What follows belongs to an exercise in optimizing a design on an open flow for small area; a production flow would make more cautious choices. The RTL was checked by simulation tests, not by an equivalence proof against the original design. Power figures rest on the tool's default switching activity, not on a simulated workload.

## uart
module uart (
  input        clk,
  input        rst,               
  input        en_16_x_baud,      
  input  [7:0] tx_data_in,
  input        tx_write_buffer,
  input        tx_reset_buffer,
  output       tx_serial_out,
  output       tx_buffer_full,
  output       tx_buffer_half_full,
  input        rx_serial_in,
  output [7:0] rx_data_out,
  input        rx_read_buffer,
  input        rx_reset_buffer,
  output       rx_buffer_data_present,
  output       rx_buffer_full,
  output       rx_buffer_half_full
);
export LEC_CHECK = 0
export CAP_MARGIN = 20
export CORE_MARGIN = 2
export CORE_UTILIZATION = 40
export SLEW_MARGIN = 20
create_clock -name core_clock -period 5.0 [get_ports {clk}]
standard.sh (not shown) runs the stock make flow with config.mk's settings and CLKGATE_MAP_FILE= SYNTH_SCRIPT=/design/flow/synth_recipe.tcl, a recipe that flattens the netlist after the stock synthesis.
==> flow/flow/run.sh <==
#!/bin/bash
# Own layout flow: the standard ORFS flow (same make targets, same config.mk and
# flow settings, same synthesis script and register mapping), with three changes:
#  1. ABC maps the combinational logic with the area-oriented script flow/area.abc
#     instead of ORFS's delay-oriented one (ORFS's synth.tcl is used otherwise unchanged);
#  2. clock tree synthesis gets explicit clustering settings and no dummy loads;
#  3. the port buffers that buffer_ports inserts are sky130_fd_sc_hd__buf_1.
# Each tool's output goes to orfs/logs (ORFS's own logs) and to make.log here.
set -euo pipefail
W=$(pwd)
if [ -f flow/params.sh ]; then source flow/params.sh; fi
export FLOW_OWN_ABC="$W/flow/area.abc"
export CTS_ARGS="-sink_clustering_enable -repair_clock_nets -sink_clustering_size ${CTS_SIZE:-20} -sink_clustering_max_diameter ${CTS_DIAM:-50} -buf_list sky130_fd_sc_hd__clkbuf_${CTS_BUF:-8} -dont_use_dummy_load"
export BUFFER_PORTS_ARGS="-buffer_cell sky130_fd_sc_hd__buf_1"

# standard.sh's make command line, with our synthesis script in place of synth_recipe.tcl
cmd=$(grep '^make ' standard.sh)
cmd=${cmd//"SYNTH_SCRIPT=$W/synth_recipe.tcl"/"SYNTH_SCRIPT=$W/flow/synth.tcl"}
cmd=${cmd//'"${@:-finish}"'/finish}
echo "$cmd" > make_cmd.txt
eval "$cmd" > make.log 2>&1

results=$W/orfs/results/$FLOW_PLATFORM/uart/base
: # left out here: write the final layout as DEF
==> flow/flow/area.abc <==
strash
&get -n
&st
&dch -f
&nf -R 1000
&put
strash
&get -n
&st
&dch -f
&nf -R 1000
&put
strash
&get -n
&st
&dch -f
&nf -R 1000
&put
strash
&get -n
&st
&dch -f
&nf -R 1000
&put
==> flow/flow/synth.tcl <==
# synth_recipe.tcl (the standard flow's synthesis), except that ORFS's synth.tcl is run with its ABC
# call using the script in $FLOW_OWN_ABC and without its adder mapping; everything else
# is ORFS's synth.tcl as it is.
proc synth {args} { yosys synth -nofsm -noshare {*}$args }
# no separate full/half-adder mapping: ABC maps the counters' logic with the rest
set ::env(ADDER_MAP_FILE) ""
set fh [open $::env(SCRIPTS_DIR)/synth.tcl]
set orfs_synth [read $fh]
close $fh
set from {log_cmd abc {*}$abc_args}
set to {log_cmd abc -script $::env(FLOW_OWN_ABC) {*}[lrange $abc_args 2 end]}
if {[string first $from $orfs_synth] < 0} { error "ORFS synth.tcl has no ABC call to replace" }
set orfs_synth [string map [list $from $to] $orfs_synth]
eval $orfs_synth
# left out here: clear keep_hierarchy, flatten, clean up, hide names made inside functions, write 1_2_yosys.v
The starting point produced a clean layout.
Next try:
==> flow/flow/params.sh (new file) <==
CTS_SIZE=10
CTS_DIAM=40
CTS_BUF=4
- CORE_UTILIZATION: 40 -> 60
- PLACE_DENSITY: unset -> 0.8
Result:
- power falls by a few percent
- sequential share of layout area rises by 1.5 points
- area after synthesis stays the same
- setup slack is worse by 0.061 ns
- clock-buffer cell count rises by 11
- clock power falls by roughly a tenth
- maximum frequency falls by a few percent
- non-clock buffer count falls by 1
- register-to-register slack is worse by 0.17 ns
- first-iteration DRC count rises by well over a third
Next try:
--- a/flow/flow/run.sh
+++ b/flow/flow/run.sh
@@ -13 +13 @@
-export CTS_ARGS="-sink_clustering_enable -repair_clock_nets -sink_clustering_size ${CTS_SIZE:-20} -sink_clustering_max_diameter ${CTS_DIAM:-50} -buf_list sky130_fd_sc_hd__clkbuf_${CTS_BUF:-8} -dont_use_dummy_load"
+export CTS_ARGS="${CTS_ARGS_OVERRIDE:--sink_clustering_enable -repair_clock_nets -sink_clustering_size ${CTS_SIZE:-20} -sink_clustering_max_diameter ${CTS_DIAM:-50} -buf_list sky130_fd_sc_hd__clkbuf_${CTS_BUF:-8} -dont_use_dummy_load}"
==> flow/flow/params.sh (replaced) <==
CTS_ARGS_OVERRIDE="-sink_clustering_enable -repair_clock_nets -buf_list sky130_fd_sc_hd__clkbuf_8 -dont_use_dummy_load"
- CORE_UTILIZATION: 60 -> 40
- PLACE_DENSITY: 0.8 -> unset
After rerunning:
- critical path depth stays the same
- via count drops by 1.7%
- die area goes up by 48%
- sequential power hardly moves
Next try:
--- a/flow/flow/run.sh
+++ b/flow/flow/run.sh
@@ -13 +13 @@
-export CTS_ARGS="${CTS_ARGS_OVERRIDE:--sink_clustering_enable -repair_clock_nets -sink_clustering_size ${CTS_SIZE:-20} -sink_clustering_max_diameter ${CTS_DIAM:-50} -buf_list sky130_fd_sc_hd__clkbuf_${CTS_BUF:-8} -dont_use_dummy_load}"
+export CTS_ARGS="-sink_clustering_enable -repair_clock_nets -sink_clustering_size ${CTS_SIZE:-20} -sink_clustering_max_diameter ${CTS_DIAM:-50} -buf_list sky130_fd_sc_hd__clkbuf_${CTS_BUF:-8} -dont_use_dummy_load"
- CORE_UTILIZATION: 40 -> 60
- PLACE_DENSITY: unset -> 0.8
removed: flow/flow/params.sh
=>
- worst setup slack loses 0.039 ns
- maximum frequency falls by 1.3%
- global-route usage rises by 6.1 points
- total power falls by 10%
- worst hold slack is about the same
- routed wire length falls by 3.4%
- area after synthesis stays the same
- flip-flop and latch count does not change
Next try:
- CAP_MARGIN: 20 -> 0
- CORE_UTILIZATION: 60 -> 40
- PLACE_DENSITY: 0.8 -> unset
- SLEW_MARGIN: 20 -> 0
Non-clock buffer count went up by 1.
Area after synthesis stays the same.
Clock-buffer cell count went up by 3.
Next try:
- CAP_MARGIN: 0 -> 20
- GPL_TIMING_DRIVEN: unset -> 0
- SLEW_MARGIN: 0 -> 20
Non-clock buffer count went down by 5.
Setup slack is worse by 0.19 ns.
Sequential share of layout area drops by 0.15 points.
Critical path depth climbs by 8.
Clock skew fell by 0.028 ns.

========
Another version of the RTL of uart (not shown whole).
For scale: about 640 cells after synthesis, ~300 flip-flops, roughly 30 I/O pins, about 11000 sq um of cells after synthesis.
// uart
module uart (
  input        clk,
  input        rst,               
  input        en_16_x_baud,      
  input  [7:0] tx_data_in,
  input        tx_write_buffer,
  input        tx_reset_buffer,
  output       tx_serial_out,
  output       tx_buffer_full,
  output       tx_buffer_half_full,
  input        rx_serial_in,
  output [7:0] rx_data_out,
  input        rx_read_buffer,
  input        rx_reset_buffer,
  output       rx_buffer_data_present,
  output       rx_buffer_full,
  output       rx_buffer_half_full
);
export LEC_CHECK = 0
export CAP_MARGIN = 20
export CORE_MARGIN = 2
export CORE_UTILIZATION = 40
export CTS_BUF_LIST = sky130_fd_sc_hd__clkbuf_16
export CTS_CLUSTER_DIAMETER = 50
export CTS_CLUSTER_SIZE = 40
export SLEW_MARGIN = 20
create_clock -name core_clock -period 5.0 [get_ports {clk}]
run.sh (not shown) runs the stock make flow with config.mk's settings and CLKGATE_MAP_FILE= SYNTH_SCRIPT=/design/flow/synth_recipe.tcl, a recipe that flattens the netlist after the stock synthesis.
Stock flow here: none of the scripts above is used.
Change:
==> flow/flow/run.sh (new file) <==
#!/bin/bash
# Own layout flow: the standard ORFS flow (same make targets, same config.mk and
# flow settings, same synthesis script and register mapping), with three changes:
#  1. ABC maps the combinational logic with the area-oriented script flow/area.abc
#     instead of ORFS's delay-oriented one (ORFS's synth.tcl is used otherwise unchanged);
#  2. clock tree synthesis gets explicit clustering settings and no dummy loads;
#  3. the port buffers that buffer_ports inserts are sky130_fd_sc_hd__buf_1.
# Each tool's output goes to orfs/logs (ORFS's own logs) and to make.log here.
set -euo pipefail
W=$(pwd)
export FLOW_OWN_ABC="$W/flow/area.abc"
export CTS_ARGS="-sink_clustering_enable -repair_clock_nets -sink_clustering_size 20 -sink_clustering_max_diameter 50 -buf_list sky130_fd_sc_hd__clkbuf_8 -dont_use_dummy_load"
export BUFFER_PORTS_ARGS="-buffer_cell sky130_fd_sc_hd__buf_1"

# standard.sh's make command line, with our synthesis script in place of synth_recipe.tcl
cmd=$(grep '^make ' standard.sh)
cmd=${cmd//"SYNTH_SCRIPT=$W/synth_recipe.tcl"/"SYNTH_SCRIPT=$W/flow/synth.tcl"}
cmd=${cmd//'"${@:-finish}"'/finish}
echo "$cmd" > make_cmd.txt
eval "$cmd" > make.log 2>&1

results=$W/orfs/results/$FLOW_PLATFORM/uart/base
: # left out here: write the final layout as DEF
==> flow/flow/area.abc (new file) <==
&get -n
&st
&dch -f
&nf -R 1000
&put
==> flow/flow/synth.tcl (new file) <==
# synth_recipe.tcl (the standard flow's synthesis), except that ORFS's synth.tcl is run with its ABC
# call using the script in $FLOW_OWN_ABC; everything else is ORFS's synth.tcl as it is.
proc synth {args} { yosys synth -nofsm -noshare {*}$args }
set fh [open $::env(SCRIPTS_DIR)/synth.tcl]
set orfs_synth [read $fh]
close $fh
set from {log_cmd abc {*}$abc_args}
set to {log_cmd abc -script $::env(FLOW_OWN_ABC) {*}[lrange $abc_args 2 end]}
if {[string first $from $orfs_synth] < 0} { error "ORFS synth.tcl has no ABC call to replace" }
set orfs_synth [string map [list $from $to] $orfs_synth]
eval $orfs_synth
# left out here: clear keep_hierarchy, flatten, clean up, hide names made inside functions, write 1_2_yosys.v
==> flow/standard.sh (new file) <==
#!/bin/bash
# synth_recipe.tcl (not shown) runs the flow's synth.tcl, then flattens the netlist and writes it again
# the make line also repeats each setting of config.mk as NAME=value (left out here)
make -C /OpenROAD-flow-scripts/flow DESIGN_CONFIG=/design/flow/config.mk WORK_HOME=/design/flow/orfs CLKGATE_MAP_FILE= SYNTH_SCRIPT=/design/flow/synth_recipe.tcl "${@:-finish}"
--- a/flow/config.mk
+++ b/flow/config.mk
@@ -11,3 +10,0 @@
-export CTS_BUF_LIST = sky130_fd_sc_hd__clkbuf_16
-export CTS_CLUSTER_DIAMETER = 50
-export CTS_CLUSTER_SIZE = 40
removed: flow/run.sh
- die area came out lower by 2.5%
- total power came out lower by 8.0%
- core utilization came out lower by 2.3 points
- area after synthesis came out lower by 2.5%
- routed wire length came out lower by 3.7%
- worst hold slack improved by 0.0058 ns
- cell count came out lower by 5.1%
- clock-buffer cell count came out lower by 2
Change:
--- a/flow/flow/run.sh
+++ b/flow/flow/run.sh
@@ -12 +12 @@
-export CTS_ARGS="-sink_clustering_enable -repair_clock_nets -sink_clustering_size 20 -sink_clustering_max_diameter 50 -buf_list sky130_fd_sc_hd__clkbuf_8 -dont_use_dummy_load"
+export CTS_ARGS="-sink_clustering_enable -repair_clock_nets -sink_clustering_size 30 -sink_clustering_max_diameter 60 -buf_list sky130_fd_sc_hd__clkbuf_16 -dont_use_dummy_load"
The changed run completed without violations. Global-route usage hardly moves. Worst setup slack got worse by 0.075 ns. Worst hold slack got worse by 0.0098 ns. Combinational power barely changes. Clock skew stays flat.
Change:
==> flow/run.sh (new file) <==
#!/bin/bash
# synth_recipe.tcl (not shown) runs the flow's synth.tcl, then flattens the netlist and writes it again
# the make line also repeats each setting of config.mk as NAME=value (left out here)
make -C /OpenROAD-flow-scripts/flow DESIGN_CONFIG=/design/flow/config.mk WORK_HOME=/design/flow/orfs CLKGATE_MAP_FILE= SYNTH_SCRIPT=/design/flow/synth_recipe.tcl finish
--- a/flow/config.mk
+++ b/flow/config.mk
@@ -10,0 +11,3 @@
+export CTS_BUF_LIST = sky130_fd_sc_hd__clkbuf_16
+export CTS_CLUSTER_DIAMETER = 60
+export CTS_CLUSTER_SIZE = 30
removed: flow/flow/run.sh
removed: flow/flow/area.abc
removed: flow/flow/synth.tcl
removed: flow/standard.sh
Outcome: Utilization climbs by 0.73 points; worst setup slack gets worse by 0.14 ns; area after synthesis climbs by 2.6%; total power drops by 4.5%; global-route usage climbs by 0.32 points; sequential power drops by about 2%; final cell count climbs by 4.3%; routed wire length climbs by 4.6%; maximum frequency drops by 4.3%.
Change:
==> flow/flow/run.sh (new file) <==
#!/bin/bash
# Own layout flow: the standard ORFS flow (same make targets, same config.mk and
# flow settings, same synthesis script and register mapping), with three changes:
#  1. ABC maps the combinational logic with the area-oriented script flow/area.abc
#     instead of ORFS's delay-oriented one (ORFS's synth.tcl is used otherwise unchanged);
#  2. clock tree synthesis gets explicit clustering settings and no dummy loads;
#  3. the port buffers that buffer_ports inserts are sky130_fd_sc_hd__buf_1.
# Each tool's output goes to orfs/logs (ORFS's own logs) and to make.log here.
set -euo pipefail
W=$(pwd)
export FLOW_OWN_ABC="$W/flow/area.abc"
export CTS_ARGS="-sink_clustering_enable -repair_clock_nets -sink_clustering_size 30 -sink_clustering_max_diameter 60 -buf_list {sky130_fd_sc_hd__clkbuf_4 sky130_fd_sc_hd__clkbuf_8 sky130_fd_sc_hd__clkbuf_16} -dont_use_dummy_load"
export BUFFER_PORTS_ARGS="-buffer_cell sky130_fd_sc_hd__buf_1"

# standard.sh's make command line, with our synthesis script in place of synth_recipe.tcl
cmd=$(grep '^make ' standard.sh)
cmd=${cmd//"SYNTH_SCRIPT=$W/synth_recipe.tcl"/"SYNTH_SCRIPT=$W/flow/synth.tcl"}
cmd=${cmd//'"${@:-finish}"'/finish}
echo "$cmd" > make_cmd.txt
eval "$cmd" > make.log 2>&1

results=$W/orfs/results/$FLOW_PLATFORM/uart/base
: # left out here: write the final layout as DEF
==> flow/flow/area.abc (new file) <==
&get -n
&st
&dch -f
&nf -R 1000
&put
==> flow/flow/synth.tcl (new file) <==
# synth_recipe.tcl (the standard flow's synthesis), except that ORFS's synth.tcl is run with its ABC
# call using the script in $FLOW_OWN_ABC; everything else is ORFS's synth.tcl as it is.
proc synth {args} { yosys synth -nofsm -noshare {*}$args }
set fh [open $::env(SCRIPTS_DIR)/synth.tcl]
set orfs_synth [read $fh]
close $fh
set from {log_cmd abc {*}$abc_args}
set to {log_cmd abc -script $::env(FLOW_OWN_ABC) {*}[lrange $abc_args 2 end]}
if {[string first $from $orfs_synth] < 0} { error "ORFS synth.tcl has no ABC call to replace" }
set orfs_synth [string map [list $from $to] $orfs_synth]
eval $orfs_synth
# left out here: clear keep_hierarchy, flatten, clean up, hide names made inside functions, write 1_2_yosys.v
==> flow/standard.sh (new file) <==
#!/bin/bash
# synth_recipe.tcl (not shown) runs the flow's synth.tcl, then flattens the netlist and writes it again
# the make line also repeats each setting of config.mk as NAME=value (left out here)
make -C /OpenROAD-flow-scripts/flow DESIGN_CONFIG=/design/flow/config.mk WORK_HOME=/design/flow/orfs CLKGATE_MAP_FILE= SYNTH_SCRIPT=/design/flow/synth_recipe.tcl "${@:-finish}"
--- a/flow/config.mk
+++ b/flow/config.mk
@@ -11,3 +10,0 @@
-export CTS_BUF_LIST = sky130_fd_sc_hd__clkbuf_16
-export CTS_CLUSTER_DIAMETER = 60
-export CTS_CLUSTER_SIZE = 30
removed: flow/run.sh
Effect: The new run completed without violations. Clock skew went up by 0.032 ns. Via count decreases by 3.5%. Power rises by 4.7%. Area after synthesis falls by 2.5%. Global-route usage decreases by 0.32 points. Combinational power rose to 4.2 times its value. Cell area falls by 4.6%. Worst hold slack is worse by 0.012 ns. Flip-flop and latch count does not change. Utilization decreases by 0.73 points.

[afterwards: timing with drivers on the ports]
How much do the figures lean on ideal ports? The routed layouts below were timed once more, with nothing changed but the port constraints.
Step 1: set_driving_cell puts a clkbuf_16 on clk and a buf_2 on each other input, an assumption about the parent block.
Step 2 adds t to the input delays and takes it off the output delays; t is the mean of the earliest and latest rising clock arrival at the registers after step 1. Input paths then give back, and output paths get back, about the clock's delay inside the block.
Three values: no drivers, after step 1, after step 2; two values: the first two.
| run | shift t [ns] | setup WS [ns] | worst slew at a driven data input, ns |
|---|---|---|---|
| the first run of note 1 | 0.579 | 2.123 / 2.083 / 1.974 | 0.04 |
| the second run of note 1 | 0.619 | 2.062 / 2.025 / 1.985 | 0.05 |
| the third run of note 1 | 0.558 | 2.166 / 2.127 / 1.927 | 0.04 |
| the fourth run of note 1 | 0.545 | 2.127 / 2.103 / 1.917 | 0.05 |
| the fifth run of note 1 | 0.578 | 2.125 / 2.085 / 1.986 | 0.04 |
| the sixth run of note 1 | 0.582 | 1.934 / 1.934 / 1.906 | 0.04 |
| the first run of note 2 | 0.587 | 1.779 / 1.734 / 1.909 | 0.03 |
| the second run of note 2 | 0.580 | 1.997 / 1.997 / 1.764 | 0.04 |
| the third run of note 2 | 0.529 | 1.921 / 1.921 / 1.775 | 0.04 |
| the fourth run of note 2 | 0.562 | 1.782 / 1.737 / 1.774 | 0.03 |
| the fifth run of note 2 | 0.529 | 1.921 / 1.921 / 1.775 | 0.04 |
After both steps every run listed still meets setup and hold. The setup slack of the third run of note 1, which loses most, moves by -0.039 ns with the drivers and by -0.239 ns with both steps.
